Context: an optimization exercise on an open-source flow, tuned for small area. The choices shown serve that exercise and are no tape-out recipe.
Function not checked in this run: the RTL went through the layout flow alone.

<file path="design/flow/design.v">
module nuc_mul (input [14:0] k, input [15:0] d, output [30:13] p);
wire pp1;
wire pp2;
wire pp3;
wire pp4;
wire pp5;
wire pp6;
wire pp7;
wire pp8;
wire pp9;
wire pp10;
wire pp11;
wire pp12;
wire pp13;
wire pp14;
wire pp15;
wire pp16;
wire pp17;
wire pp18;
wire pp19;
wire pp20;
wire pp21;
wire pp22;
wire pp23;
wire pp24;
wire pp25;
wire pp26;
wire pp27;
wire pp28;
wire pp29;
wire pp30;
wire pp31;
wire pp32;
wire pp33;
wire pp34;
wire pp35;
wire pp36;
wire pp37;
wire pp38;
wire pp39;
wire pp40;
wire pp41;
wire pp42;
wire pp43;
wire pp44;
wire pp45;
wire pp46;
wire pp47;
wire pp48;
wire pp49;
wire pp50;
wire pp51;
wire pp52;
wire pp53;
wire pp54;
wire pp55;
wire pp56;
wire pp57;
wire pp58;
wire pp59;
wire pp60;
wire pp61;
wire pp62;
wire pp63;
wire pp64;
wire pp65;
wire pp66;
wire pp67;
wire pp68;
wire pp69;
wire pp70;
wire pp71;
wire pp72;
wire pp73;
wire pp74;
wire pp75;
wire pp76;
wire pp77;
wire pp78;
wire pp79;
wire pp80;
wire pp81;
wire pp82;
wire pp83;
wire pp84;
wire pp85;
wire pp86;
wire pp87;
wire pp88;
wire pp89;
wire pp90;
wire pp91;
wire pp92;
wire pp93;
wire pp94;
wire pp95;
wire pp96;
wire pp97;
wire pp98;
wire pp99;
wire pp100;
wire pp101;
wire pp102;
wire pp103;
wire pp104;
wire pp105;
wire pp106;
wire pp107;
wire pp108;
wire pp109;
wire pp110;
wire pp111;
wire pp112;
wire pp113;
wire pp114;
wire pp115;
wire pp116;
wire pp117;
wire pp118;
wire pp119;
wire pp120;
wire pp121;
wire pp122;
wire pp123;
wire pp124;
wire pp125;
wire pp126;
wire pp127;
wire pp128;
wire pp129;
wire pp130;
wire pp131;
wire pp132;
wire pp133;
wire pp134;
wire pp135;
wire pp136;
wire pp137;
wire pp138;
wire pp139;
wire pp140;
wire pp141;
wire pp142;
wire pp143;
wire pp144;
wire pp145;
wire pp146;
wire pp147;
wire pp148;
wire pp149;
wire pp150;
wire pp151;
wire pp152;
wire pp153;
wire pp154;
wire pp155;
wire pp156;
wire pp157;
wire pp158;
wire pp159;
wire pp160;
wire pp161;
wire pp162;
wire pp163;
wire pp164;
wire pp165;
wire pp166;
wire pp167;
wire pp168;
wire pp169;
wire pp170;
wire pp171;
wire pp172;
wire pp173;
wire pp174;
wire pp175;
wire pp176;
wire pp177;
wire pp178;
wire pp179;
wire pp180;
wire pp181;
wire pp182;
wire pp183;
wire pp184;
wire pp185;
wire pp186;
wire pp187;
wire pp188;
wire pp189;
wire pp190;
wire pp191;
wire pp192;
wire pp193;
wire pp194;
wire pp195;
wire pp196;
wire pp197;
wire pp198;
wire pp199;
wire pp200;
wire pp201;
wire pp202;
wire pp203;
wire pp204;
wire pp205;
wire pp206;
wire pp207;
wire pp208;
wire pp209;
wire pp210;
wire pp211;
wire pp212;
wire pp213;
wire pp214;
wire pp215;
wire pp216;
wire pp217;
wire pp218;
wire pp219;
wire pp220;
wire pp221;
wire pp222;
wire pp223;
wire pp224;
wire pp225;
wire pp226;
wire pp227;
wire pp228;
wire pp229;
wire pp230;
wire pp231;
wire pp232;
wire pp233;
wire pp234;
wire pp235;
wire pp236;
wire pp237;
wire pp238;
wire pp239;
wire pp240;
wire s241;
wire c242;
wire s243;
wire c244;
wire s245;
wire c246;
wire s247;
wire c248;
wire s249;
wire c250;
wire s251;
wire c252;
wire s253;
wire c254;
wire s255;
wire c256;
wire s257;
wire c258;
wire s259;
wire c260;
wire s261;
wire c262;
wire s263;
wire c264;
wire s265;
wire c266;
wire s267;
wire c268;
wire s269;
wire c270;
wire s271;
wire c272;
wire s273;
wire c274;
wire s275;
wire c276;
wire s277;
wire c278;
wire s279;
wire c280;
wire s281;
wire c282;
wire s283;
wire c284;
wire s285;
wire c286;
wire s287;
wire c288;
wire s289;
wire c290;
wire s291;
wire c292;
wire s293;
wire c294;
wire s295;
wire c296;
wire s297;
wire c298;
wire s299;
wire c300;
wire s301;
wire c302;
wire s303;
wire c304;
wire s305;
wire c306;
wire s307;
wire c308;
wire s309;
wire c310;
wire s311;
wire c312;
wire s313;
wire c314;
wire s315;
wire c316;
wire s317;
wire c318;
wire s319;
wire c320;
wire s321;
wire c322;
wire s323;
wire c324;
wire s325;
wire c326;
wire s327;
wire c328;
wire s329;
wire c330;
wire s331;
wire c332;
wire s333;
wire c334;
wire s335;
wire c336;
wire s337;
wire c338;
wire s339;
wire c340;
wire s341;
wire c342;
wire s343;
wire c344;
wire s345;
wire c346;
wire s347;
wire c348;
wire s349;
wire c350;
wire s351;
wire c352;
wire s353;
wire c354;
wire s355;
wire c356;
wire s357;
wire c358;
wire s359;
wire c360;
wire s361;
wire c362;
wire s363;
wire c364;
wire s365;
wire c366;
wire s367;
wire c368;
wire s369;
wire c370;
wire s371;
wire c372;
wire s373;
wire c374;
wire s375;
wire c376;
wire s377;
wire c378;
wire s379;
wire c380;
wire s381;
wire c382;
wire s383;
wire c384;
wire s385;
wire c386;
wire s387;
wire c388;
wire s389;
wire c390;
wire s391;
wire c392;
wire s393;
wire c394;
wire s395;
wire c396;
wire s397;
wire c398;
wire s399;
wire c400;
wire s401;
wire c402;
wire s403;
wire c404;
wire s405;
wire c406;
wire s407;
wire c408;
wire s409;
wire c410;
wire s411;
wire c412;
wire s413;
wire c414;
wire s415;
wire c416;
wire s417;
wire c418;
wire s419;
wire c420;
wire s421;
wire c422;
wire s423;
wire c424;
wire s425;
wire c426;
wire s427;
wire c428;
wire s429;
wire c430;
wire s431;
wire c432;
wire s433;
wire c434;
wire s435;
wire c436;
wire s437;
wire c438;
wire s439;
wire c440;
wire s441;
wire c442;
wire s443;
wire c444;
wire s445;
wire c446;
wire s447;
wire c448;
wire s449;
wire c450;
wire s451;
wire c452;
wire s453;
wire c454;
wire s455;
wire c456;
wire s457;
wire c458;
wire s459;
wire c460;
wire s461;
wire c462;
wire s463;
wire c464;
wire s465;
wire c466;
wire s467;
wire c468;
wire s469;
wire c470;
wire s471;
wire c472;
wire s473;
wire c474;
wire s475;
wire c476;
wire s477;
wire c478;
wire s479;
wire c480;
wire s481;
wire c482;
wire s483;
wire c484;
wire s485;
wire c486;
wire s487;
wire c488;
wire s489;
wire c490;
wire s491;
wire c492;
wire s493;
wire c494;
wire s495;
wire c496;
wire s497;
wire c498;
wire s499;
wire c500;
wire s501;
wire c502;
wire s503;
wire c504;
wire s505;
wire c506;
wire s507;
wire c508;
wire s509;
wire c510;
wire s511;
wire c512;
wire s513;
wire c514;
wire s515;
wire c516;
wire s517;
wire c518;
wire s519;
wire c520;
wire s521;
wire c522;
wire s523;
wire c524;
wire s525;
wire c526;
wire s527;
wire c528;
wire s529;
wire c530;
wire s531;
wire c532;
wire s533;
wire c534;
wire s535;
wire c536;
wire s537;
wire c538;
wire s539;
wire c540;
wire s541;
wire c542;
wire s543;
wire c544;
wire s545;
wire c546;
wire s547;
wire c548;
wire s549;
wire c550;
wire s551;
wire c552;
wire s553;
wire c554;
wire s555;
wire c556;
wire s557;
wire c558;
wire s559;
wire c560;
wire s561;
wire c562;
wire s563;
wire c564;
wire s565;
wire c566;
wire s567;
wire c568;
wire s569;
wire c570;
wire s571;
wire c572;
wire s573;
wire c574;
wire s575;
wire c576;
wire s577;
wire c578;
wire s579;
wire c580;
wire s581;
wire c582;
wire s583;
wire c584;
wire s585;
wire c586;
wire s587;
wire c588;
wire s589;
wire c590;
wire s591;
wire c592;
wire s593;
wire c594;
wire s595;
wire c596;
wire s597;
wire c598;
wire s599;
wire c600;
wire s601;
wire c602;
wire s603;
wire c604;
wire s605;
wire c606;
wire s607;
wire c608;
wire s609;
wire c610;
wire s611;
wire c612;
wire s613;
wire c614;
wire s615;
wire c616;
wire s617;
wire c618;
wire s619;
wire c620;
wire s621;
wire c622;
wire s623;
wire c624;
wire s625;
wire c626;
wire s627;
wire c628;
wire s629;
wire c630;
wire s631;
wire c632;
assign pp1 = ~(k[0] & d[0]);
assign pp2 = ~(k[0] & d[1]);
assign pp3 = ~(k[0] & d[2]);
assign pp4 = ~(k[0] & d[3]);
assign pp5 = ~(k[0] & d[4]);
assign pp6 = ~(k[0] & d[5]);
assign pp7 = ~(k[0] & d[6]);
assign pp8 = ~(k[0] & d[7]);
assign pp9 = ~(k[0] & d[8]);
assign pp10 = ~(k[0] & d[9]);
assign pp11 = ~(k[0] & d[10]);
assign pp12 = ~(k[0] & d[11]);
assign pp13 = ~(k[0] & d[12]);
assign pp14 = ~(k[0] & d[13]);
assign pp15 = ~(k[0] & d[14]);
assign pp16 = k[0] & d[15];
assign pp17 = ~(k[1] & d[0]);
assign pp18 = ~(k[1] & d[1]);
assign pp19 = ~(k[1] & d[2]);
assign pp20 = ~(k[1] & d[3]);
assign pp21 = ~(k[1] & d[4]);
assign pp22 = ~(k[1] & d[5]);
assign pp23 = ~(k[1] & d[6]);
assign pp24 = ~(k[1] & d[7]);
assign pp25 = ~(k[1] & d[8]);
assign pp26 = ~(k[1] & d[9]);
assign pp27 = ~(k[1] & d[10]);
assign pp28 = ~(k[1] & d[11]);
assign pp29 = ~(k[1] & d[12]);
assign pp30 = ~(k[1] & d[13]);
assign pp31 = ~(k[1] & d[14]);
assign pp32 = k[1] & d[15];
assign pp33 = ~(k[2] & d[0]);
assign pp34 = ~(k[2] & d[1]);
assign pp35 = ~(k[2] & d[2]);
assign pp36 = ~(k[2] & d[3]);
assign pp37 = ~(k[2] & d[4]);
assign pp38 = ~(k[2] & d[5]);
assign pp39 = ~(k[2] & d[6]);
assign pp40 = ~(k[2] & d[7]);
assign pp41 = ~(k[2] & d[8]);
assign pp42 = ~(k[2] & d[9]);
assign pp43 = ~(k[2] & d[10]);
assign pp44 = ~(k[2] & d[11]);
assign pp45 = ~(k[2] & d[12]);
assign pp46 = ~(k[2] & d[13]);
assign pp47 = ~(k[2] & d[14]);
assign pp48 = k[2] & d[15];
assign pp49 = ~(k[3] & d[0]);
assign pp50 = ~(k[3] & d[1]);
assign pp51 = ~(k[3] & d[2]);
assign pp52 = ~(k[3] & d[3]);
assign pp53 = ~(k[3] & d[4]);
assign pp54 = ~(k[3] & d[5]);
assign pp55 = ~(k[3] & d[6]);
assign pp56 = ~(k[3] & d[7]);
assign pp57 = ~(k[3] & d[8]);
assign pp58 = ~(k[3] & d[9]);
assign pp59 = ~(k[3] & d[10]);
assign pp60 = ~(k[3] & d[11]);
assign pp61 = ~(k[3] & d[12]);
assign pp62 = ~(k[3] & d[13]);
assign pp63 = ~(k[3] & d[14]);
assign pp64 = k[3] & d[15];
assign pp65 = ~(k[4] & d[0]);
assign pp66 = ~(k[4] & d[1]);
assign pp67 = ~(k[4] & d[2]);
assign pp68 = ~(k[4] & d[3]);
assign pp69 = ~(k[4] & d[4]);
assign pp70 = ~(k[4] & d[5]);
assign pp71 = ~(k[4] & d[6]);
assign pp72 = ~(k[4] & d[7]);
assign pp73 = ~(k[4] & d[8]);
assign pp74 = ~(k[4] & d[9]);
assign pp75 = ~(k[4] & d[10]);
assign pp76 = ~(k[4] & d[11]);
assign pp77 = ~(k[4] & d[12]);
assign pp78 = ~(k[4] & d[13]);
assign pp79 = ~(k[4] & d[14]);
assign pp80 = k[4] & d[15];
assign pp81 = ~(k[5] & d[0]);
assign pp82 = ~(k[5] & d[1]);
assign pp83 = ~(k[5] & d[2]);
assign pp84 = ~(k[5] & d[3]);
assign pp85 = ~(k[5] & d[4]);
assign pp86 = ~(k[5] & d[5]);
assign pp87 = ~(k[5] & d[6]);
assign pp88 = ~(k[5] & d[7]);
assign pp89 = ~(k[5] & d[8]);
assign pp90 = ~(k[5] & d[9]);
assign pp91 = ~(k[5] & d[10]);
assign pp92 = ~(k[5] & d[11]);
assign pp93 = ~(k[5] & d[12]);
assign pp94 = ~(k[5] & d[13]);
assign pp95 = ~(k[5] & d[14]);
assign pp96 = k[5] & d[15];
assign pp97 = ~(k[6] & d[0]);
assign pp98 = ~(k[6] & d[1]);
assign pp99 = ~(k[6] & d[2]);
assign pp100 = ~(k[6] & d[3]);
assign pp101 = ~(k[6] & d[4]);
assign pp102 = ~(k[6] & d[5]);
assign pp103 = ~(k[6] & d[6]);
assign pp104 = ~(k[6] & d[7]);
assign pp105 = ~(k[6] & d[8]);
assign pp106 = ~(k[6] & d[9]);
assign pp107 = ~(k[6] & d[10]);
assign pp108 = ~(k[6] & d[11]);
assign pp109 = ~(k[6] & d[12]);
assign pp110 = ~(k[6] & d[13]);
assign pp111 = ~(k[6] & d[14]);
assign pp112 = k[6] & d[15];
assign pp113 = ~(k[7] & d[0]);
assign pp114 = ~(k[7] & d[1]);
assign pp115 = ~(k[7] & d[2]);
assign pp116 = ~(k[7] & d[3]);
assign pp117 = ~(k[7] & d[4]);
assign pp118 = ~(k[7] & d[5]);
assign pp119 = ~(k[7] & d[6]);
assign pp120 = ~(k[7] & d[7]);
assign pp121 = ~(k[7] & d[8]);
assign pp122 = ~(k[7] & d[9]);
assign pp123 = ~(k[7] & d[10]);
assign pp124 = ~(k[7] & d[11]);
assign pp125 = ~(k[7] & d[12]);
assign pp126 = ~(k[7] & d[13]);
assign pp127 = ~(k[7] & d[14]);
assign pp128 = k[7] & d[15];
assign pp129 = ~(k[8] & d[0]);
assign pp130 = ~(k[8] & d[1]);
assign pp131 = ~(k[8] & d[2]);
assign pp132 = ~(k[8] & d[3]);
assign pp133 = ~(k[8] & d[4]);
assign pp134 = ~(k[8] & d[5]);
assign pp135 = ~(k[8] & d[6]);
assign pp136 = ~(k[8] & d[7]);
assign pp137 = ~(k[8] & d[8]);
assign pp138 = ~(k[8] & d[9]);
assign pp139 = ~(k[8] & d[10]);
assign pp140 = ~(k[8] & d[11]);
assign pp141 = ~(k[8] & d[12]);
assign pp142 = ~(k[8] & d[13]);
assign pp143 = ~(k[8] & d[14]);
assign pp144 = k[8] & d[15];
assign pp145 = ~(k[9] & d[0]);
assign pp146 = ~(k[9] & d[1]);
assign pp147 = ~(k[9] & d[2]);
assign pp148 = ~(k[9] & d[3]);
assign pp149 = ~(k[9] & d[4]);
assign pp150 = ~(k[9] & d[5]);
assign pp151 = ~(k[9] & d[6]);
assign pp152 = ~(k[9] & d[7]);
assign pp153 = ~(k[9] & d[8]);
assign pp154 = ~(k[9] & d[9]);
assign pp155 = ~(k[9] & d[10]);
assign pp156 = ~(k[9] & d[11]);
assign pp157 = ~(k[9] & d[12]);
assign pp158 = ~(k[9] & d[13]);
assign pp159 = ~(k[9] & d[14]);
assign pp160 = k[9] & d[15];
assign pp161 = ~(k[10] & d[0]);
assign pp162 = ~(k[10] & d[1]);
assign pp163 = ~(k[10] & d[2]);
assign pp164 = ~(k[10] & d[3]);
assign pp165 = ~(k[10] & d[4]);
assign pp166 = ~(k[10] & d[5]);
assign pp167 = ~(k[10] & d[6]);
assign pp168 = ~(k[10] & d[7]);
assign pp169 = ~(k[10] & d[8]);
assign pp170 = ~(k[10] & d[9]);
assign pp171 = ~(k[10] & d[10]);
assign pp172 = ~(k[10] & d[11]);
assign pp173 = ~(k[10] & d[12]);
assign pp174 = ~(k[10] & d[13]);
assign pp175 = ~(k[10] & d[14]);
assign pp176 = k[10] & d[15];
assign pp177 = ~(k[11] & d[0]);
assign pp178 = ~(k[11] & d[1]);
assign pp179 = ~(k[11] & d[2]);
assign pp180 = ~(k[11] & d[3]);
assign pp181 = ~(k[11] & d[4]);
assign pp182 = ~(k[11] & d[5]);
assign pp183 = ~(k[11] & d[6]);
assign pp184 = ~(k[11] & d[7]);
assign pp185 = ~(k[11] & d[8]);
assign pp186 = ~(k[11] & d[9]);
assign pp187 = ~(k[11] & d[10]);
assign pp188 = ~(k[11] & d[11]);
assign pp189 = ~(k[11] & d[12]);
assign pp190 = ~(k[11] & d[13]);
assign pp191 = ~(k[11] & d[14]);
assign pp192 = k[11] & d[15];
assign pp193 = ~(k[12] & d[0]);
assign pp194 = ~(k[12] & d[1]);
assign pp195 = ~(k[12] & d[2]);
assign pp196 = ~(k[12] & d[3]);
assign pp197 = ~(k[12] & d[4]);
assign pp198 = ~(k[12] & d[5]);
assign pp199 = ~(k[12] & d[6]);
assign pp200 = ~(k[12] & d[7]);
assign pp201 = ~(k[12] & d[8]);
assign pp202 = ~(k[12] & d[9]);
assign pp203 = ~(k[12] & d[10]);
assign pp204 = ~(k[12] & d[11]);
assign pp205 = ~(k[12] & d[12]);
assign pp206 = ~(k[12] & d[13]);
assign pp207 = ~(k[12] & d[14]);
assign pp208 = k[12] & d[15];
assign pp209 = ~(k[13] & d[0]);
assign pp210 = ~(k[13] & d[1]);
assign pp211 = ~(k[13] & d[2]);
assign pp212 = ~(k[13] & d[3]);
assign pp213 = ~(k[13] & d[4]);
assign pp214 = ~(k[13] & d[5]);
assign pp215 = ~(k[13] & d[6]);
assign pp216 = ~(k[13] & d[7]);
assign pp217 = ~(k[13] & d[8]);
assign pp218 = ~(k[13] & d[9]);
assign pp219 = ~(k[13] & d[10]);
assign pp220 = ~(k[13] & d[11]);
assign pp221 = ~(k[13] & d[12]);
assign pp222 = ~(k[13] & d[13]);
assign pp223 = ~(k[13] & d[14]);
assign pp224 = k[13] & d[15];
assign pp225 = ~(k[14] & d[0]);
assign pp226 = ~(k[14] & d[1]);
assign pp227 = ~(k[14] & d[2]);
assign pp228 = ~(k[14] & d[3]);
assign pp229 = ~(k[14] & d[4]);
assign pp230 = ~(k[14] & d[5]);
assign pp231 = ~(k[14] & d[6]);
assign pp232 = ~(k[14] & d[7]);
assign pp233 = ~(k[14] & d[8]);
assign pp234 = ~(k[14] & d[9]);
assign pp235 = ~(k[14] & d[10]);
assign pp236 = ~(k[14] & d[11]);
assign pp237 = ~(k[14] & d[12]);
assign pp238 = ~(k[14] & d[13]);
assign pp239 = ~(k[14] & d[14]);
assign pp240 = k[14] & d[15];
nuc_fa u242 (pp14, pp29, 1'b1, s241, c242);
nuc_fa u244 (pp15, pp30, pp45, s243, c244);
nuc_fa u246 (pp60, pp75, 1'b1, s245, c246);
nuc_fa u248 (pp16, pp31, pp46, s247, c248);
nuc_fa u250 (pp61, pp76, pp91, s249, c250);
nuc_fa u252 (pp106, pp121, 1'b1, s251, c252);
nuc_fa u254 (pp32, pp47, pp62, s253, c254);
nuc_fa u256 (pp77, pp92, pp107, s255, c256);
nuc_fa u258 (pp48, pp63, pp78, s257, c258);
nuc_fa u260 (pp10, pp25, 1'b1, s259, c260);
nuc_fa u262 (pp11, pp26, pp41, s261, c262);
nuc_fa u264 (pp56, pp71, 1'b1, s263, c264);
nuc_fa u266 (pp12, pp27, pp42, s265, c266);
nuc_fa u268 (pp57, pp72, pp87, s267, c268);
nuc_fa u270 (pp102, pp117, 1'b1, s269, c270);
nuc_fa u272 (pp13, pp28, pp43, s271, c272);
nuc_fa u274 (pp58, pp73, pp88, s273, c274);
nuc_fa u276 (pp103, pp118, pp133, s275, c276);
nuc_fa u278 (pp148, pp163, 1'b1, s277, c278);
nuc_fa u280 (s241, pp44, pp59, s279, c280);
nuc_fa u282 (pp74, pp89, pp104, s281, c282);
nuc_fa u284 (pp119, pp134, pp149, s283, c284);
nuc_fa u286 (pp164, pp179, pp194, s285, c286);
nuc_fa u288 (s243, s245, pp90, s287, c288);
nuc_fa u290 (pp105, pp120, pp135, s289, c290);
nuc_fa u292 (pp150, pp165, pp180, s291, c292);
nuc_fa u294 (pp195, pp210, pp225, s293, c294);
nuc_fa u296 (s247, s249, s251, s295, c296);
nuc_fa u298 (pp136, pp151, pp166, s297, c298);
nuc_fa u300 (pp181, pp196, pp211, s299, c300);
nuc_fa u302 (pp226, 1'b0, c244, s301, c302);
nuc_fa u304 (s253, s255, pp122, s303, c304);
nuc_fa u306 (pp137, pp152, pp167, s305, c306);
nuc_fa u308 (pp182, pp197, pp212, s307, c308);
nuc_fa u310 (pp227, c248, c250, s309, c310);
nuc_fa u312 (s257, pp93, pp108, s311, c312);
nuc_fa u314 (pp123, pp138, pp153, s313, c314);
nuc_fa u316 (pp168, pp183, pp198, s315, c316);
nuc_fa u318 (pp213, pp228, c254, s317, c318);
nuc_fa u320 (pp64, pp79, pp94, s319, c320);
nuc_fa u322 (pp109, pp124, pp139, s321, c322);
nuc_fa u324 (pp154, pp169, pp184, s323, c324);
nuc_fa u326 (pp199, pp214, pp229, s325, c326);
nuc_fa u328 (pp80, pp95, pp110, s327, c328);
nuc_fa u330 (pp125, pp140, pp155, s329, c330);
nuc_fa u332 (pp170, pp185, pp200, s331, c332);
nuc_fa u334 (pp96, pp111, pp126, s333, c334);
nuc_fa u336 (pp141, pp156, pp171, s335, c336);
nuc_fa u338 (pp112, pp127, pp142, s337, c338);
nuc_fa u340 (pp7, pp22, 1'b1, s339, c340);
nuc_fa u342 (pp8, pp23, pp38, s341, c342);
nuc_fa u344 (pp53, pp68, 1'b1, s343, c344);
nuc_fa u346 (pp9, pp24, pp39, s345, c346);
nuc_fa u348 (pp54, pp69, pp84, s347, c348);
nuc_fa u350 (pp99, pp114, 1'b1, s349, c350);
nuc_fa u352 (s259, pp40, pp55, s351, c352);
nuc_fa u354 (pp70, pp85, pp100, s353, c354);
nuc_fa u356 (pp115, pp130, pp145, s355, c356);
nuc_fa u358 (s261, s263, pp86, s357, c358);
nuc_fa u360 (pp101, pp116, pp131, s359, c360);
nuc_fa u362 (pp146, pp161, c260, s361, c362);
nuc_fa u364 (s265, s267, s269, s363, c364);
nuc_fa u366 (pp132, pp147, pp162, s365, c366);
nuc_fa u368 (pp177, c262, c264, s367, c368);
nuc_fa u370 (s271, s273, s275, s369, c370);
nuc_fa u372 (s277, pp178, pp193, s371, c372);
nuc_fa u374 (c266, c268, c270, s373, c374);
nuc_fa u376 (s279, s281, s283, s375, c376);
nuc_fa u378 (s285, pp209, c272, s377, c378);
nuc_fa u380 (c274, c276, c278, s379, c380);
nuc_fa u382 (s287, s289, s291, s381, c382);
nuc_fa u384 (s293, c242, c280, s383, c384);
nuc_fa u386 (c282, c284, c286, s385, c386);
nuc_fa u388 (s295, s297, s299, s387, c388);
nuc_fa u390 (s301, c246, c288, s389, c390);
nuc_fa u392 (c290, c292, c294, s391, c392);
nuc_fa u394 (s303, s305, s307, s393, c394);
nuc_fa u396 (s309, c252, c296, s395, c396);
nuc_fa u398 (c298, c300, c302, s397, c398);
nuc_fa u400 (s311, s313, s315, s399, c400);
nuc_fa u402 (s317, c256, c304, s401, c402);
nuc_fa u404 (c306, c308, c310, s403, c404);
nuc_fa u406 (s319, s321, s323, s405, c406);
nuc_fa u408 (s325, c258, c312, s407, c408);
nuc_fa u410 (c314, c316, c318, s409, c410);
nuc_fa u412 (s327, s329, s331, s411, c412);
nuc_fa u414 (pp215, pp230, c320, s413, c414);
nuc_fa u416 (c322, c324, c326, s415, c416);
nuc_fa u418 (s333, s335, pp186, s417, c418);
nuc_fa u420 (pp201, pp216, pp231, s419, c420);
nuc_fa u422 (c328, c330, c332, s421, c422);
nuc_fa u424 (s337, pp157, pp172, s423, c424);
nuc_fa u426 (pp187, pp202, pp217, s425, c426);
nuc_fa u428 (pp232, c334, c336, s427, c428);
nuc_fa u430 (pp128, pp143, pp158, s429, c430);
nuc_fa u432 (pp173, pp188, pp203, s431, c432);
nuc_fa u434 (pp218, pp233, c338, s433, c434);
nuc_fa u436 (pp144, pp159, pp174, s435, c436);
nuc_fa u438 (pp189, pp204, pp219, s437, c438);
nuc_fa u440 (pp160, pp175, pp190, s439, c440);
nuc_fa u442 (pp5, pp20, 1'b1, s441, c442);
nuc_fa u444 (pp6, pp21, pp36, s443, c444);
nuc_fa u446 (pp51, pp66, 1'b1, s445, c446);
nuc_fa u448 (s339, pp37, pp52, s447, c448);
nuc_fa u450 (pp67, pp82, pp97, s449, c450);
nuc_fa u452 (s341, s343, pp83, s451, c452);
nuc_fa u454 (pp98, pp113, c340, s453, c454);
nuc_fa u456 (s345, s347, s349, s455, c456);
nuc_fa u458 (pp129, c342, c344, s457, c458);
nuc_fa u460 (s351, s353, s355, s459, c460);
nuc_fa u462 (c346, c348, c350, s461, c462);
nuc_fa u464 (s357, s359, s361, s463, c464);
nuc_fa u466 (c352, c354, c356, s465, c466);
nuc_fa u468 (s363, s365, s367, s467, c468);
nuc_fa u470 (c358, c360, c362, s469, c470);
nuc_fa u472 (s369, s371, s373, s471, c472);
nuc_fa u474 (c364, c366, c368, s473, c474);
nuc_fa u476 (s375, s377, s379, s475, c476);
nuc_fa u478 (c370, c372, c374, s477, c478);
nuc_fa u480 (s381, s383, s385, s479, c480);
nuc_fa u482 (c376, c378, c380, s481, c482);
nuc_fa u484 (s387, s389, s391, s483, c484);
nuc_fa u486 (c382, c384, c386, s485, c486);
nuc_fa u488 (s393, s395, s397, s487, c488);
nuc_fa u490 (c388, c390, c392, s489, c490);
nuc_fa u492 (s399, s401, s403, s491, c492);
nuc_fa u494 (c394, c396, c398, s493, c494);
nuc_fa u496 (s405, s407, s409, s495, c496);
nuc_fa u498 (c400, c402, c404, s497, c498);
nuc_fa u500 (s411, s413, s415, s499, c500);
nuc_fa u502 (c406, c408, c410, s501, c502);
nuc_fa u504 (s417, s419, s421, s503, c504);
nuc_fa u506 (c412, c414, c416, s505, c506);
nuc_fa u508 (s423, s425, s427, s507, c508);
nuc_fa u510 (c418, c420, c422, s509, c510);
nuc_fa u512 (s429, s431, s433, s511, c512);
nuc_fa u514 (c424, c426, c428, s513, c514);
nuc_fa u516 (s435, s437, pp234, s515, c516);
nuc_fa u518 (c430, c432, c434, s517, c518);
nuc_fa u520 (s439, pp205, pp220, s519, c520);
nuc_fa u522 (pp235, c436, c438, s521, c522);
nuc_fa u524 (pp176, pp191, pp206, s523, c524);
nuc_fa u526 (pp221, pp236, c440, s525, c526);
nuc_fa u528 (pp192, pp207, pp222, s527, c528);
nuc_fa u530 (pp4, pp19, 1'b1, s529, c530);
nuc_fa u532 (s441, pp35, pp50, s531, c532);
nuc_fa u534 (s443, s445, pp81, s533, c534);
nuc_fa u536 (s447, s449, c444, s535, c536);
nuc_fa u538 (s451, s453, c448, s537, c538);
nuc_fa u540 (s455, s457, c452, s539, c540);
nuc_fa u542 (s459, s461, c456, s541, c542);
nuc_fa u544 (s463, s465, c460, s543, c544);
nuc_fa u546 (s467, s469, c464, s545, c546);
nuc_fa u548 (s471, s473, c468, s547, c548);
nuc_fa u550 (s475, s477, c472, s549, c550);
nuc_fa u552 (s479, s481, c476, s551, c552);
nuc_fa u554 (s483, s485, c480, s553, c554);
nuc_fa u556 (s487, s489, c484, s555, c556);
nuc_fa u558 (s491, s493, c488, s557, c558);
nuc_fa u560 (s495, s497, c492, s559, c560);
nuc_fa u562 (s499, s501, c496, s561, c562);
nuc_fa u564 (s503, s505, c500, s563, c564);
nuc_fa u566 (s507, s509, c504, s565, c566);
nuc_fa u568 (s511, s513, c508, s567, c568);
nuc_fa u570 (s515, s517, c512, s569, c570);
nuc_fa u572 (s519, s521, c516, s571, c572);
nuc_fa u574 (s523, s525, c520, s573, c574);
nuc_fa u576 (s527, pp237, c524, s575, c576);
nuc_fa u578 (pp208, pp223, pp238, s577, c578);
nuc_fa u580 (pp3, pp18, 1'b1, s579, c580);
nuc_fa u582 (s529, pp34, pp49, s581, c582);
nuc_fa u584 (s531, pp65, c530, s583, c584);
nuc_fa u586 (s533, c442, c532, s585, c586);
nuc_fa u588 (s535, c446, c534, s587, c588);
nuc_fa u590 (s537, c450, c536, s589, c590);
nuc_fa u592 (s539, c454, c538, s591, c592);
nuc_fa u594 (s541, c458, c540, s593, c594);
nuc_fa u596 (s543, c462, c542, s595, c596);
nuc_fa u598 (s545, c466, c544, s597, c598);
nuc_fa u600 (s547, c470, c546, s599, c600);
nuc_fa u602 (s549, c474, c548, s601, c602);
nuc_fa u604 (s551, c478, c550, s603, c604);
nuc_fa u606 (s553, c482, c552, s605, c606);
nuc_fa u608 (s555, c486, c554, s607, c608);
nuc_fa u610 (s557, c490, c556, s609, c610);
nuc_fa u612 (s559, c494, c558, s611, c612);
nuc_fa u614 (s561, c498, c560, s613, c614);
nuc_fa u616 (s563, c502, c562, s615, c616);
nuc_fa u618 (s565, c506, c564, s617, c618);
nuc_fa u620 (s567, c510, c566, s619, c620);
nuc_fa u622 (s569, c514, c568, s621, c622);
nuc_fa u624 (s571, c518, c570, s623, c624);
nuc_fa u626 (s573, c522, c572, s625, c626);
nuc_fa u628 (s575, c526, c574, s627, c628);
nuc_fa u630 (s577, c528, c576, s629, c630);
nuc_fa u632 (pp224, pp239, c578, s631, c632);
wire [30:0] ra = {1'b0, pp240, s631, s629, s627, s625, s623, s621, s619, s617, s615, s613, s611, s609, s607, s605, s603, s601, s599, s597, s595, s593, s591, s589, s587, s585, s583, s581, s579, pp2, pp1};
wire [30:0] rb = {1'b1, c632, c630, c628, c626, c624, c622, c620, c618, c616, c614, c612, c610, c608, c606, c604, c602, c600, c598, c596, c594, c592, c590, c588, c586, c584, c582, c580, pp33, pp17, 1'b1};
wire [13:0] lc;
assign lc[0] = 1'b1;
nuc_maj m0 (ra[0], rb[0], lc[0], lc[1]);
nuc_maj m1 (ra[1], rb[1], lc[1], lc[2]);
nuc_maj m2 (ra[2], rb[2], lc[2], lc[3]);
nuc_maj m3 (ra[3], rb[3], lc[3], lc[4]);
nuc_maj m4 (ra[4], rb[4], lc[4], lc[5]);
nuc_maj m5 (ra[5], rb[5], lc[5], lc[6]);
nuc_maj m6 (ra[6], rb[6], lc[6], lc[7]);
nuc_maj m7 (ra[7], rb[7], lc[7], lc[8]);
nuc_maj m8 (ra[8], rb[8], lc[8], lc[9]);
nuc_maj m9 (ra[9], rb[9], lc[9], lc[10]);
nuc_maj m10 (ra[10], rb[10], lc[10], lc[11]);
nuc_maj m11 (ra[11], rb[11], lc[11], lc[12]);
nuc_maj m12 (ra[12], rb[12], lc[12], lc[13]);
wire [17:0] hg = ra[30:13] & rb[30:13];
wire [17:0] hp = ra[30:13] ^ rb[30:13];
wire bg1 = hg[1] | (hp[1] & hg[0]);
wire bp1 = hp[1] & hp[0];
wire bg2 = hg[3] | (hp[3] & hg[2]);
wire bp2 = hp[3] & hp[2];
wire bg3 = hg[5] | (hp[5] & hg[4]);
wire bp3 = hp[5] & hp[4];
wire bg4 = hg[7] | (hp[7] & hg[6]);
wire bp4 = hp[7] & hp[6];
wire bg5 = hg[9] | (hp[9] & hg[8]);
wire bp5 = hp[9] & hp[8];
wire bg6 = hg[11] | (hp[11] & hg[10]);
wire bp6 = hp[11] & hp[10];
wire bg7 = hg[13] | (hp[13] & hg[12]);
wire bp7 = hp[13] & hp[12];
wire bg8 = hg[15] | (hp[15] & hg[14]);
wire bp8 = hp[15] & hp[14];
wire bg9 = bg2 | (bp2 & bg1);
wire bp9 = bp2 & bp1;
wire bg10 = bg4 | (bp4 & bg3);
wire bp10 = bp4 & bp3;
wire bg11 = bg6 | (bp6 & bg5);
wire bp11 = bp6 & bp5;
wire bg12 = bg8 | (bp8 & bg7);
wire bp12 = bp8 & bp7;
wire bg13 = bg10 | (bp10 & bg9);
wire bp13 = bp10 & bp9;
wire bg14 = bg12 | (bp12 & bg11);
wire bp14 = bp12 & bp11;
wire bg15 = bg14 | (bp14 & bg13);
wire bp15 = bp14 & bp13;
wire bg16 = bg11 | (bp11 & bg13);
wire bp16 = bp11 & bp13;
wire bg17 = bg3 | (bp3 & bg9);
wire bp17 = bp3 & bp9;
wire bg18 = bg5 | (bp5 & bg13);
wire bp18 = bp5 & bp13;
wire bg19 = bg7 | (bp7 & bg16);
wire bp19 = bp7 & bp16;
wire bg20 = hg[2] | (hp[2] & bg1);
wire bp20 = hp[2] & bp1;
wire bg21 = hg[4] | (hp[4] & bg9);
wire bp21 = hp[4] & bp9;
wire bg22 = hg[6] | (hp[6] & bg17);
wire bp22 = hp[6] & bp17;
wire bg23 = hg[8] | (hp[8] & bg13);
wire bp23 = hp[8] & bp13;
wire bg24 = hg[10] | (hp[10] & bg18);
wire bp24 = hp[10] & bp18;
wire bg25 = hg[12] | (hp[12] & bg16);
wire bp25 = hp[12] & bp16;
wire bg26 = hg[14] | (hp[14] & bg19);
wire bp26 = hp[14] & bp19;
wire bg27 = hg[16] | (hp[16] & bg15);
wire bp27 = hp[16] & bp15;
wire [17:0] hc;
assign hc[0] = lc[13];
assign hc[1] = hg[0] | (hp[0] & lc[13]);
assign hc[2] = bg1 | (bp1 & lc[13]);
assign hc[3] = bg20 | (bp20 & lc[13]);
assign hc[4] = bg9 | (bp9 & lc[13]);
assign hc[5] = bg21 | (bp21 & lc[13]);
assign hc[6] = bg17 | (bp17 & lc[13]);
assign hc[7] = bg22 | (bp22 & lc[13]);
assign hc[8] = bg13 | (bp13 & lc[13]);
assign hc[9] = bg23 | (bp23 & lc[13]);
assign hc[10] = bg18 | (bp18 & lc[13]);
assign hc[11] = bg24 | (bp24 & lc[13]);
assign hc[12] = bg16 | (bp16 & lc[13]);
assign hc[13] = bg25 | (bp25 & lc[13]);
assign hc[14] = bg19 | (bp19 & lc[13]);
assign hc[15] = bg26 | (bp26 & lc[13]);
assign hc[16] = bg15 | (bp15 & lc[13]);
assign hc[17] = bg27 | (bp27 & lc[13]);
assign p = ~(hp ^ hc);
endmodule
module nuc_maj (input a, input b, input c, output y);
assign y = (a & b) | (a & c) | (b & c);
endmodule
module nuc_fa (input a, input b, input c, output s, output co);
assign s = a ^ b ^ c;
assign co = (a & b) | (a & c) | (b & c);
endmodule
`timescale 1ns / 1ps
module nonuniform_top_v0 #(
    parameter IMAGE_WIDE_LENGTH = 256    ,
    parameter IMAGE_HIGH_LENGTH = 192    ,
    parameter ADDRS_DW          = 21     ,
    parameter DW                = 16
) (
    input                               i_rst_n                 ,
    input                               i_clk                   ,
    input   [DW-1:0]                    i_data                  ,
    input                               i_hs                    ,
    input                               i_vs                    ,
    input   [3:0]                       i_clac_b_mean_num       ,
    input                               i_clac_b_en             ,
    input   [ADDRS_DW-1:0]              i_b_addrs               ,
    output                              o_clac_b_done           ,
    input   [3:0]                       i_data_sel              ,
    input   [ADDRS_DW-1:0]              i_k_addrs               ,
    input                               i_init_k_load           ,
    output                              o_bp_type               ,
    output  [DW-1:0]                    o_data                  ,
    output  [DW-1:0]                    o_calc_b_mean_data      ,
    output  [DW-1:0]                    o_center_y16_data       ,
    output  [DW-1:0]                    o_sub_aver_y16          ,
    output                              o_hs                    ,
    output                              o_vs                    ,
    output                              o_mem_wr_start          ,
    output   [ADDRS_DW-1:0]             o_mem_wr_addrs          ,
    output   [ADDRS_DW-1:0]             o_mem_wr_lengths        ,
    output   [DW-1:0]                   o_mem_wr_data           ,
    output                              o_mem_wr_data_vld       ,
    output                              o_mem_rd0_start         ,
    output   [ADDRS_DW-1:0]             o_mem_rd0_addrs         ,
    output   [ADDRS_DW-1:0]             o_mem_rd0_lengths       ,
    input    [DW-1:0]                   i_mem_rd0_data          ,
    output                              o_mem_rd0_data_req      ,
    output                              o_mem_rd1_start         ,
    output   [ADDRS_DW-1:0]             o_mem_rd1_addrs         ,
    output   [ADDRS_DW-1:0]             o_mem_rd1_lengths       ,
    input    [DW-1:0]                   i_mem_rd1_data          ,
    output                              o_mem_rd1_data_req
);
localparam IMAGE_LENGTH = IMAGE_WIDE_LENGTH * IMAGE_HIGH_LENGTH;
genvar gi;
reg     [12:0]  vsd;
reg     [10:0]  hsd;
always @(posedge i_clk) begin
    vsd <= {vsd[11:0], i_vs};
    hsd <= {hsd[9:0], i_hs};
end
assign o_vs = vsd[10];
assign o_hs = hsd[10];
wire    pix_vld   = i_hs & i_vs;
wire    frame_end = vsd[12] & ~vsd[11];
assign o_mem_rd0_data_req = pix_vld;
assign o_mem_rd1_data_req = pix_vld;
assign o_mem_rd0_addrs    = i_b_addrs;
assign o_mem_wr_addrs     = i_b_addrs;
assign o_mem_rd1_addrs    = i_k_addrs;
assign o_mem_rd0_lengths  = IMAGE_LENGTH;
assign o_mem_rd1_lengths  = IMAGE_LENGTH;
assign o_mem_wr_lengths   = IMAGE_LENGTH;
reg             rd_start;
reg     [1:0]   sel;             
reg             init_k_load;
always @(posedge i_clk) begin
    rd_start <= frame_end;
    if (frame_end) begin
        case (i_data_sel)
        4'b0010: sel <= 2'd1;
        4'b0100: sel <= 2'd2;
        4'b1000: sel <= 2'd3;
        default: sel <= 2'd0;
        endcase
        init_k_load <= i_init_k_load;
    end
end
assign o_mem_rd1_start = rd_start;
reg             calc_en;         
reg     [DW-1:0] data_dly;
always @(posedge i_clk) begin
    data_dly <= i_data;
end
wire    [DW-1:0]    b_word  = calc_en ? 16'd1 : i_mem_rd0_data;
wire    [14:0]      k_word  = init_k_load ? 15'd8192 : i_mem_rd1_data[14:0];
wire    [DW-1:0]    x_sub_b = data_dly - b_word;
wire    [30:13]     prod;        
nuc_mul mul_inst (.k(k_word), .d(x_sub_b), .p(prod));
reg     [DW-1:0]    raw_word;
always @(*) begin
    case (sel)
    2'd1:    raw_word = data_dly;
    2'd2:    raw_word = b_word;
    default: raw_word = {1'b0, k_word};
    endcase
end
function [15:0] sat16;
    input [17:0] p;
    reg          pos, neg;
    begin
        pos   = !p[17] && (p[16] | p[15]);
        neg   =  p[17] && !(p[16] & p[15]);
        sat16 = {neg | (p[15] & !pos), {15{pos}} | (p[14:0] & {15{!neg}})};
    end
endfunction
wire    [DW-1:0]    y16 = sat16(prod);
reg     [DW-1:0]    pipe [0:9];
reg     [9:0]       bp_pipe;
integer i;
always @(posedge i_clk) begin
    pipe[0] <= (sel == 2'd0) ? y16 : raw_word;
    for (i = 1; i < 10; i = i + 1)
        pipe[i] <= pipe[i-1];
    bp_pipe <= {bp_pipe[8:0], i_mem_rd1_data[DW-1]};
end
assign o_data    = pipe[9];
assign o_bp_type = bp_pipe[9];
localparam CENTER_NUM = (IMAGE_HIGH_LENGTH / 2 - 1) * IMAGE_WIDE_LENGTH + IMAGE_WIDE_LENGTH / 2 - 1;
reg     [14:0]  pcnt;
wire    [14:0]  pcnt_inc;
wire    [15:0]  pcnt_c;
assign pcnt_c[0] = 1'b1;
generate
    for (gi = 0; gi < 15; gi = gi + 1) begin : g_pcnt
        nuc_ha u_ha (.a(pcnt[gi]), .b(pcnt_c[gi]), .s(pcnt_inc[gi]), .co(pcnt_c[gi+1]));
    end
endgenerate
always @(posedge i_clk) begin
    if (!i_vs)
        pcnt <= 15'd0;
    else if (i_hs && !(pcnt[14] & pcnt[13]))
        pcnt <= pcnt_inc;
end
wire    center_in = pix_vld && (pcnt == CENTER_NUM);
reg     [3:0]       ccnt;        
reg     [DW-1:0]    center_y16;
reg     [DW-1:0]    center_out;
always @(posedge i_clk) begin
    if (center_in)
        ccnt <= 4'd10;
    else if (ccnt != 4'd0)
        ccnt <= ccnt - 1'b1;
    if (ccnt == 4'd10)
        center_y16 <= y16;
    if (ccnt == 4'd1)
        center_out <= center_y16;
end
assign o_center_y16_data = center_out;
reg     [1:0]   calc_en_dly;
reg             calc_sync;
reg             calc_done;
wire            vs_fall = vsd[1] & ~vsd[0];
wire            vs_rise = ~vsd[1] & vsd[0];
always @(posedge i_clk or negedge i_rst_n) begin
    if (!i_rst_n) begin
        calc_en_dly <= 2'b00;
        calc_sync   <= 1'b0;
        calc_en     <= 1'b0;
    end
    else begin
        calc_en_dly <= {calc_en_dly[0], i_clac_b_en};
        if (vs_fall && calc_sync)
            calc_sync <= 1'b0;
        else if ((calc_en_dly == 2'b01) && !calc_sync)
            calc_sync <= 1'b1;
        if (calc_en && calc_done)
            calc_en <= 1'b0;
        else if (vs_fall && calc_sync)
            calc_en <= 1'b1;
    end
end
reg     [7:0]   start_cnt;
reg     [5:0]   fcnt;
wire    [7:0]   start_inc;
wire    [8:0]   start_c;
wire    [5:0]   fcnt_inc;
wire    [6:0]   fcnt_c;
assign start_c[0] = 1'b1;
assign fcnt_c[0]  = 1'b1;
generate
    for (gi = 0; gi < 8; gi = gi + 1) begin : g_start_inc
        nuc_ha u_ha (.a(start_cnt[gi]), .b(start_c[gi]), .s(start_inc[gi]), .co(start_c[gi+1]));
    end
    for (gi = 0; gi < 6; gi = gi + 1) begin : g_fcnt_inc
        nuc_ha u_ha (.a(fcnt[gi]), .b(fcnt_c[gi]), .s(fcnt_inc[gi]), .co(fcnt_c[gi+1]));
    end
endgenerate
reg             wr_start;
reg             mean_en;
reg             calc_en_d;       
reg     [1:0]   round_d;         
always @(posedge i_clk) begin
    if (!calc_en)
        start_cnt <= 8'h0f;
    else if (i_vs)
        start_cnt <= 8'h00;
    else if (start_cnt != 8'hFF)
        start_cnt <= start_inc;
    wr_start <= (start_cnt == 8'hF0);
    if (!calc_en)
        fcnt <= 6'd0;
    else if (start_cnt == 8'h0A)
        fcnt <= fcnt_inc;
    case (i_clac_b_mean_num)
    4'b0001: calc_done <= (start_cnt == 8'h0A) && (fcnt > 6'd2 );
    4'b0010: calc_done <= (start_cnt == 8'h0A) && (fcnt > 6'd6 );
    4'b1000: calc_done <= (start_cnt == 8'h0A) && (fcnt > 6'd30);
    default: calc_done <= (start_cnt == 8'h0A) && (fcnt > 6'd14);
    endcase
    if (fcnt == 6'd0)
        mean_en <= 1'b0;
    else if (wr_start) begin
        case (i_clac_b_mean_num)
        4'b0001: if (fcnt == 6'd3 ) mean_en <= 1'b1;
        4'b0010: if (fcnt == 6'd7 ) mean_en <= 1'b1;
        4'b1000: if (fcnt == 6'd3 ) mean_en <= 1'b1;
        default: if (fcnt == 6'd15) mean_en <= 1'b1;
        endcase
    end
    calc_en_d <= calc_en;
    case (i_clac_b_mean_num)
    4'b0001: round_d <= 2'd0;
    4'b0010: round_d <= 2'd1;
    4'b1000: round_d <= 2'd3;
    default: round_d <= 2'd2;
    endcase
end
assign o_clac_b_done   = calc_done;
assign o_mem_wr_start  = wr_start;
assign o_mem_rd0_start = calc_en ? wr_start : rd_start;
reg     [1:0]   sh_c;            
always @(*) begin
    case (i_clac_b_mean_num)
    4'b0001: sh_c = 2'd0;
    4'b0010: sh_c = 2'd1;
    4'b1000: sh_c = 2'd3;
    default: sh_c = 2'd2;
    endcase
end
reg     [13:0]  x_sh;
always @(*) begin
    case (sh_c)
    2'd0:    x_sh = data_dly[15:2];
    2'd1:    x_sh = {1'b0, data_dly[15:3]};
    2'd2:    x_sh = {2'b0, data_dly[15:4]};
    default: x_sh = {3'b0, data_dly[15:5]};
    endcase
end
reg             drop_c;
integer         bi;
always @(*) begin
    drop_c = 1'b1;
    for (bi = 1; bi <= 4; bi = bi + 1)
        if ((bi >= round_d + 1) && (bi <= sh_c + 1) && !data_dly[bi])
            drop_c = 1'b0;
end
wire    [2:0]   t_add;
assign t_add[0] = calc_en_d & ((round_d <= sh_c) ? drop_c : ({1'b0, round_d} == {1'b0, sh_c} + 3'd1));
assign t_add[1] = calc_en_d & ({1'b0, round_d} == {1'b0, sh_c} + 3'd2);
assign t_add[2] = calc_en_d & ({1'b0, round_d} == {1'b0, sh_c} + 3'd3);
wire    [13:0]  a_in = x_sh & {14{calc_en_d}};
wire    [13:0]  a_sum;
wire    [14:0]  a_c;
assign a_c[0] = t_add[0];
generate
    for (gi = 0; gi < 14; gi = gi + 1) begin : g_inc
        if (gi == 1 || gi == 2) begin : g_t
            nuc_ha u_ha (.a(a_in[gi]), .b(a_c[gi] | t_add[gi]), .s(a_sum[gi]), .co(a_c[gi+1]));
        end
        else begin : g_n
            nuc_ha u_ha (.a(a_in[gi]), .b(a_c[gi]), .s(a_sum[gi]), .co(a_c[gi+1]));
        end
    end
endgenerate
wire    [DW-1:0] rd_word = (fcnt == 6'd0) ? 16'd0 : calc_en ? i_mem_rd0_data : 16'd1;
wire    [DW-1:0] add_a   = {1'b0, a_c[14], a_sum};
wire    [DW-1:0] wr_nx;
wire    [DW:0]   wr_c;
assign wr_c[0] = 1'b0;
generate
    for (gi = 0; gi < DW; gi = gi + 1) begin : g_wr
        nuc_fa u_fa (.a(add_a[gi]), .b(rd_word[gi]), .c(wr_c[gi]), .s(wr_nx[gi]), .co(wr_c[gi+1]));
    end
endgenerate
reg     [DW-1:0]    wr_data;
always @(posedge i_clk) begin
    wr_data <= wr_nx;
end
assign o_mem_wr_data     = wr_data;
assign o_mem_wr_data_vld = hsd[1] & vsd[1];
reg     [31:0]  data_sum;
wire    [31:0]  data_sum_nx;
wire    [32:0]  sum_c;
wire            sum_en = mean_en & o_mem_wr_data_vld;
assign sum_c[0] = 1'b0;
wire    [15:0]  hi_ones;         
assign hi_ones[0] = 1'b1;
generate
    for (gi = 0; gi < 32; gi = gi + 1) begin : g_sum
        if (gi < DW) begin : g_fa
            nuc_fa u_fa (.a(data_sum[gi]), .b(wr_data[gi] & sum_en), .c(sum_c[gi]), .s(data_sum_nx[gi]), .co(sum_c[gi+1]));
        end
        else begin : g_inc
            if (gi > DW) begin : g_ones
                assign hi_ones[gi-DW] = hi_ones[gi-DW-1] & data_sum[gi-1];
            end
            assign data_sum_nx[gi] = data_sum[gi] ^ (sum_c[DW] & hi_ones[gi-DW]);
        end
    end
endgenerate
always @(posedge i_clk) begin
    if (vs_rise && calc_en)
        data_sum <= 32'd0;
    else
        data_sum <= data_sum_nx;     
end
localparam D_IDLE = 2'd0, D_S1 = 2'd1, D_S2 = 2'd2, D_S3 = 2'd3;
reg     [1:0]   dstate;
reg     [4:0]   dcnt;
reg     [1:0]   drem;
reg     [16:0]  dsh;
reg             dvld;
reg     [DW-1:0] mean;
wire    [2:0]   dtrial = {drem, dsh[16]};
wire            dq     = (dtrial >= 3'd3);
wire            dstart = (dstate == D_IDLE) && calc_done;
always @(posedge i_clk) begin
    if (!i_rst_n)
        dstate <= D_IDLE;
    else begin
        case (dstate)
        D_IDLE: if (calc_done) dstate <= D_S1;
        D_S1:   dstate <= D_S2;
        D_S2:   dstate <= (dcnt == 5'd0) ? D_S3 : D_S1;
        default: dstate <= D_IDLE;
        endcase
    end
end
always @(posedge i_clk) begin
    if (dstart)
        dcnt <= 5'd31;
    else if (dstate == D_S2)
        dcnt <= dcnt - 1'b1;
    if (dstart) begin
        drem <= {1'b0, data_sum[31]};
        dsh  <= data_sum[30:14];
    end
    else if ((dstate == D_S2) && (dcnt[4] | (dcnt[3:0] == 4'hF))) begin
        drem <= dq ? (dtrial - 3'd3) : dtrial[1:0];
        dsh  <= {dsh[15:0], dq};
    end
    dvld <= (dstate == D_S3);
    if (dvld)
        mean <= dsh[15:0];
end
assign o_calc_b_mean_data = mean;
wire    [DW:0]  sub_c;
assign sub_c[0] = 1'b1;
generate
    for (gi = 0; gi < DW; gi = gi + 1) begin : g_sub
        nuc_fa u_fa (.a(center_out[gi]), .b(~mean[gi]), .c(sub_c[gi]), .s(o_sub_aver_y16[gi]), .co(sub_c[gi+1]));
    end
endgenerate
endmodule
module nuc_ha (input a, input b, output s, output co);
assign s  = a ^ b;
assign co = a & b;
endmodule
</file>
<file path="design/flow/flow/run.sh">
#!/bin/bash
# Standard ORFS layout (the standard.sh), with the port buffers made from
# the smallest buffer cell and the clock tree built as below.
set -euo pipefail
export BUFFER_PORTS_ARGS="-buffer_cell sky130_fd_sc_hd__buf_1"
export SKIP_REPAIR_TIE_FANOUT=1
export CTS_ARGS="-sink_clustering_enable -repair_clock_nets -dont_use_dummy_load -buf_list {sky130_fd_sc_hd__clkbuf_4} -sink_clustering_size 10 -sink_clustering_max_diameter 40"
bash standard.sh > standard.log 2>&1
</file>
<file path="design/flow/standard.sh">
#!/bin/bash
# synth_recipe.tcl (not shown) runs the flow's synth.tcl, then flattens the netlist and writes it again
# the make line also repeats each setting of config.mk as NAME=value (left out here)
make -C /OpenROAD-flow-scripts/flow DESIGN_CONFIG=/design/flow/config.mk WORK_HOME=/design/flow/orfs CLKGATE_MAP_FILE= SYNTH_SCRIPT=/design/flow/synth_recipe.tcl "${@:-finish}"
</file>
<file path="design/flow/config.mk">
export PLATFORM = sky130hd
export DESIGN_NAME = nonuniform_top_v0
export DESIGN_NICKNAME = nonuniform_top_v0
export VERILOG_FILES = /design/flow/design.v
export SDC_FILE = /design/flow/constraint.sdc
export NUM_CORES = 4
export LEC_CHECK = 0
export ABC_AREA = 1
export CAP_MARGIN = 20
export CORE_MARGIN = 2
export CORE_UTILIZATION = 65
export PLACE_DENSITY = 0.8
export SLEW_MARGIN = 20
export SYNTH_HIERARCHICAL = 1
export SYNTH_MINIMUM_KEEP_SIZE = 0
</file>
<file path="design/flow/constraint.sdc">
create_clock -name core_clock -period 10.0 [get_ports {i_clk}]
set_input_delay 2.0000 -clock core_clock [delete_from_list [all_inputs] [get_ports {i_clk}]]
set_output_delay 2.0000 -clock core_clock [all_outputs]
set_load 0.01 [all_outputs]
</file>
==> run summary <==
-- layer usage --
layer,vias up,part of all wire [%]
li1,6563,-
met1,6854,40
met2,723,47
met3,169,8.9
met4,2,4.1
met5,-,0.022
-- Yosys cell counts, drive strengths merged, types with 14 or more instances --
master	count
inv	216
fa	246
ha	89
nand3	43
buf	129
edfxtp	69
nand2	506
clkbuf	77
xor2	17
o21ai	98
dfxtp	307
a21oi	52
nor2	132
xnor2	14
-- what timing repair did --
action / in CTS / in global routing
hold buffers: 0 / 0
endpoints found under the setup margin: 0 / 1
gates resized for setup: 0 / 3
-- per-module statistics from Yosys (local to each module, per instance) --
module,flip-flops and latches,times used,cells,area [sq um]
nonuniform_top_v0,380,1,1338,13400
nuc_fa,0,244,1,20.0
nuc_ha,0,43,1,12.5
nuc_maj,0,13,4,21.3
nuc_mul,0,1,426,1940
-- sequential cells by signal, summed over array words and instances, names as in the netlist, 4 cells and up --
name and cells:
pipe 160, data_dly 16, bp_pipe 10, dcnt 5, fcnt 6, mean 16
start_cnt 8, pcnt 15, data_sum 32, center_out 16, center_y16 16, wr_data 16
hsd 11, ccnt 4, dsh 17, vsd 13
-- cells by family (layout without fill, tap and decap cells) --
group,after synthesis,in the layout,share of synthesized area (%)
AND/OR/NAND/NOR,716,716,14.4
buffers and inverters,423,473,9.85
flip-flops,380,380,39.6
adder cells (fa/ha/maj),335,335,28.8
AO/OA/AOI/OAI,214,214,6.05
XOR/XNOR,31,31,1.29
other,4,5,0.0715
-- worst max-delay path, delay by kind of cell, from the launching register on --
family | cells | cell delay, ps
buf+inv | 1 | 140
fa+ha+maj | 16 | 6500
flops | 1 | 450
-- cell type report --
class | instances | area, sq um
Antenna cell | 1 | 2.50
Clock buffer | 48 | 360
Fill cell | 2394 | 10100
Inverter | 217 | 815
Multi-Input combinational cell | 1300 | 10700
Sequential cell | 380 | 8320
Tap cell | 402 | 503
Timing Repair Buffer | 208 | 1010
-- stage by stage --
step                TNS (ps)  std cells  util [%]  hold slack, ps
floorplan                  0       2103         -             310
global placement       -31.3       2507      67.1             310
detailed placement      -262       2507      67.1             312
CTS                        0       2555      68.3             289
global route           -7.16       2556      68.3             303
finish                     0       2556      68.3             304
-- path summary, 6_finish.rpt --
path                                       to  depth (start not counted)  slack (ps)          start
max                        o_sub_aver_y16[15]                         17         220  center_out[0]
min                                pipe[2][4]                          0         300     pipe[1][4]
max reg2reg                        pipe[0][4]                         41        1310        calc_en
min reg2reg                        pipe[2][4]                          0         300     pipe[1][4]
max in group asynchronous             calc_en                          1        8580        i_rst_n
min in group asynchronous           calc_sync                          1        1130        i_rst_n
==> run summary <==
# TYPE chip_impl_metric gauge
chip_impl_metric{name="proportion_of_synthesized_flip_flops_having_asynchronous_set_or_reset",unit="%"} 1.05
chip_impl_metric{name="post_cts.repair.setup_buffers",unit=""} 0
chip_impl_metric{name="critical_path_arrival",unit="ps"} 7780
chip_impl_metric{name="cts.sinks",unit=""} 380
chip_impl_info{name="crit_chain",value="fa_2 > fa_2 > fa_1 > fa_1 > fa_1 > fa_1 > fa_1 > fa_1 > fa_1 > fa_1 > fa_1 > fa_1 > fa_1 > fa_1 > fa_1 > fa_1 > clkbuf_2"} 1
chip_impl_metric{name="pin_count",unit=""} 320
chip_impl_info{name="worstSetupEndpointType",value="output pin"} 1
chip_impl_metric{name="global_route_wire_length_before_repair",unit="um"} 74300
chip_impl_info{name="timing.critical_path.mode_cell",value="sky130_fd_sc_hd__fa_1"} 1
chip_impl_metric{name="maxSlewViolCount",unit=""} 0
chip_impl_info{name="synth.largest_area_cell",value="sky130_fd_sc_hd__dfxtp_1"} 1
chip_impl_metric{name="ys_ff_latch",unit=""} 380
chip_impl_metric{name="final-hold-violation-count",unit=""} 0
chip_impl_metric{name="synth_fp_nets",unit=""} 2542
chip_impl_metric{name="largest_net_degree_at_the_start_of_global_routing",unit=""} 61
chip_impl_info{name="post_synth_main_area_contributors",value="sky130_fd_sc_hd__dfxtp_1, sky130_fd_sc_hd__fa_1, sky130_fd_sc_hd__edfxtp_1"} 1
chip_impl_info{name="mostFrequentLayoutCell",value="sky130_fd_sc_hd__nand2_1"} 1
chip_impl_metric{name="worst_pin_slew",unit="ps"} 979
chip_impl_metric{name="grt_util_met2",unit="%"} 46.9
chip_impl_metric{name="design_area",unit="sq um"} 21700
chip_impl_metric{name="initial_antenna_violation_count",unit=""} 2
chip_impl_metric{name="grt_util_met1",unit="%"} 37.0
chip_impl_metric{name="yosysSeqAreaShare",unit="%"} 39.6
chip_impl_metric{name="clk-insertion-delay-late",unit="ps"} 710
chip_impl_metric{name="synth_edf_count",unit=""} 69
chip_impl_info{name="layout_common_cells",value="sky130_fd_sc_hd__nand2_1, sky130_fd_sc_hd__dfxtp_1, sky130_fd_sc_hd__fa_1, sky130_fd_sc_hd__inv_1, sky130_fd_sc_hd__buf_1"} 1
chip_impl_metric{name="numCtsBuffers",unit=""} 48
chip_impl_metric{name="detailed_place_hpwl",unit="um"} 35700
chip_impl_info{name="top_flip_flop_cell_by_instance_count_after_synthesis",value="sky130_fd_sc_hd__dfxtp_1"} 1
chip_impl_metric{name="die_width",unit="um"} 184
chip_impl_metric{name="fin_nets",unit=""} 2594
chip_impl_metric{name="area_growth_syn_to_layout",unit="%"} 3.18
chip_impl_metric{name="finalWeightedCongestion",unit=""} 0.911
chip_impl_info{name="worst_hold_path_type",value="register to register"} 1
chip_impl_info{name="ctsRootBufferMaster",value="sky130_fd_sc_hd__clkbuf_4"} 1
chip_impl_info{name="timing.critical_path.from_type",value="register"} 1
chip_impl_metric{name="cpPeakStageDelay",unit="ps"} 500
chip_impl_metric{name="count_of_unresolved_drc_violations_after_routing",unit=""} 0
chip_impl_info{name="outcome",value="timing/DRC/antenna clean"} 1
chip_impl_metric{name="numPortBuffers",unit=""} 151
chip_impl_info{name="path_class",value="register to output pin"} 1
chip_impl_metric{name="routed-via-count",unit=""} 14300
chip_impl_metric{name="syn_area",unit="sq um"} 21000
chip_impl_metric{name="cts_buffer_depth",unit=""} 3
chip_impl_metric{name="grt.total_usage",unit="%"} 28.5
chip_impl_metric{name="post_synth_inst_count",unit=""} 2103
chip_impl_metric{name="core_area",unit="sq um"} 31700
chip_impl_metric{name="start_util",unit="%"} 66.2
chip_impl_metric{name="clkSlewWorstSetupHoldPaths",unit="ps"} 100
chip_impl_metric{name="final_layout_size_suffix_gt1_share",unit="%"} 7.48
chip_impl_metric{name="place_ws",unit="ps"} -262
chip_impl_metric{name="timing.final.ws_setup",unit="ps"} 223
chip_impl_metric{name="wirelength",unit="um"} 46400
chip_impl_metric{name="final-setup-viol-count",unit=""} 0
chip_impl_metric{name="drt_pre_antenna_iters",unit=""} 6
chip_impl_metric{name="yosysWarningCount",unit=""} 8
chip_impl_info{name="crit_path_top_delay_cell",value="sky130_fd_sc_hd__fa_1"} 1
chip_impl_metric{name="drt_iter0_drc",unit=""} 1323
chip_impl_metric{name="detail-route-antenna-nets",unit=""} 0
chip_impl_metric{name="grt_overflow",unit=""} 0
chip_impl_metric{name="first_global_vias",unit=""} 14600
chip_impl_metric{name="max-slew-margin-rel",unit="%"} 34.5
chip_impl_metric{name="wire_per_inst",unit="um"} 18.2
chip_impl_info{name="grt_busiest_layer",value="met2"} 1
chip_impl_metric{name="maxClockFrequency",unit="GHz"} 0.102
chip_impl_metric{name="dieArea",unit="sq um"} 33800
chip_impl_metric{name="placedInstanceArea",unit="sq um"} 21300
chip_impl_metric{name="globalRouteMet3Util",unit="%"} 5.61
chip_impl_metric{name="critPathRequiredTime",unit="ps"} 8000
chip_impl_metric{name="max_cap_viol_count",unit=""} 0
chip_impl_metric{name="min_period",unit="ps"} 9780
chip_impl_metric{name="final.period_utilization",unit="%"} 97.8
chip_impl_metric{name="critical_path_peak_fanout",unit=""} 2
chip_impl_metric{name="synth_top_area_share",unit="%"} 29.3
chip_impl_metric{name="skew",unit="ps"} 69.9
chip_impl_metric{name="syn-mean-instance-area",unit="sq um"} 9.99
chip_impl_metric{name="die_height",unit="um"} 184
chip_impl_info{name="tritoncts_clock_tree",value="done"} 1
chip_impl_metric{name="std_cell_rows",unit=""} 65
chip_impl_metric{name="synth.distinct_cells",unit=""} 50
chip_impl_metric{name="routed_via_density",unit=""} 5.60
chip_impl_metric{name="htreeDepth",unit=""} 2

[re-timing with driven ports]
How much do the figures lean on ideal ports? The routed layout below was timed once more, with nothing changed but the port constraints.
Step 1: set_driving_cell puts a clkbuf_16 on i_clk and a buf_2 on each other input, an assumption about the parent block.
Step 2 also shifts input and output timing later by t, the mid clock arrival at the registers, as if the neighbouring blocks saw the same clock.
a / b / c = ideal ports / drivers / drivers and shift; a / b = the first two.
t, ns: 0.716
setup slack, ns: 0.223 / 0.180 / -0.251
slew at the worst register clock pin (ns): 0.11 / 0.11
Met with ideal ports but missed after step 2: setup timing in this run. For this run, drivers alone change the setup slack by -0.043 ns; drivers and shift together by -0.474 ns.
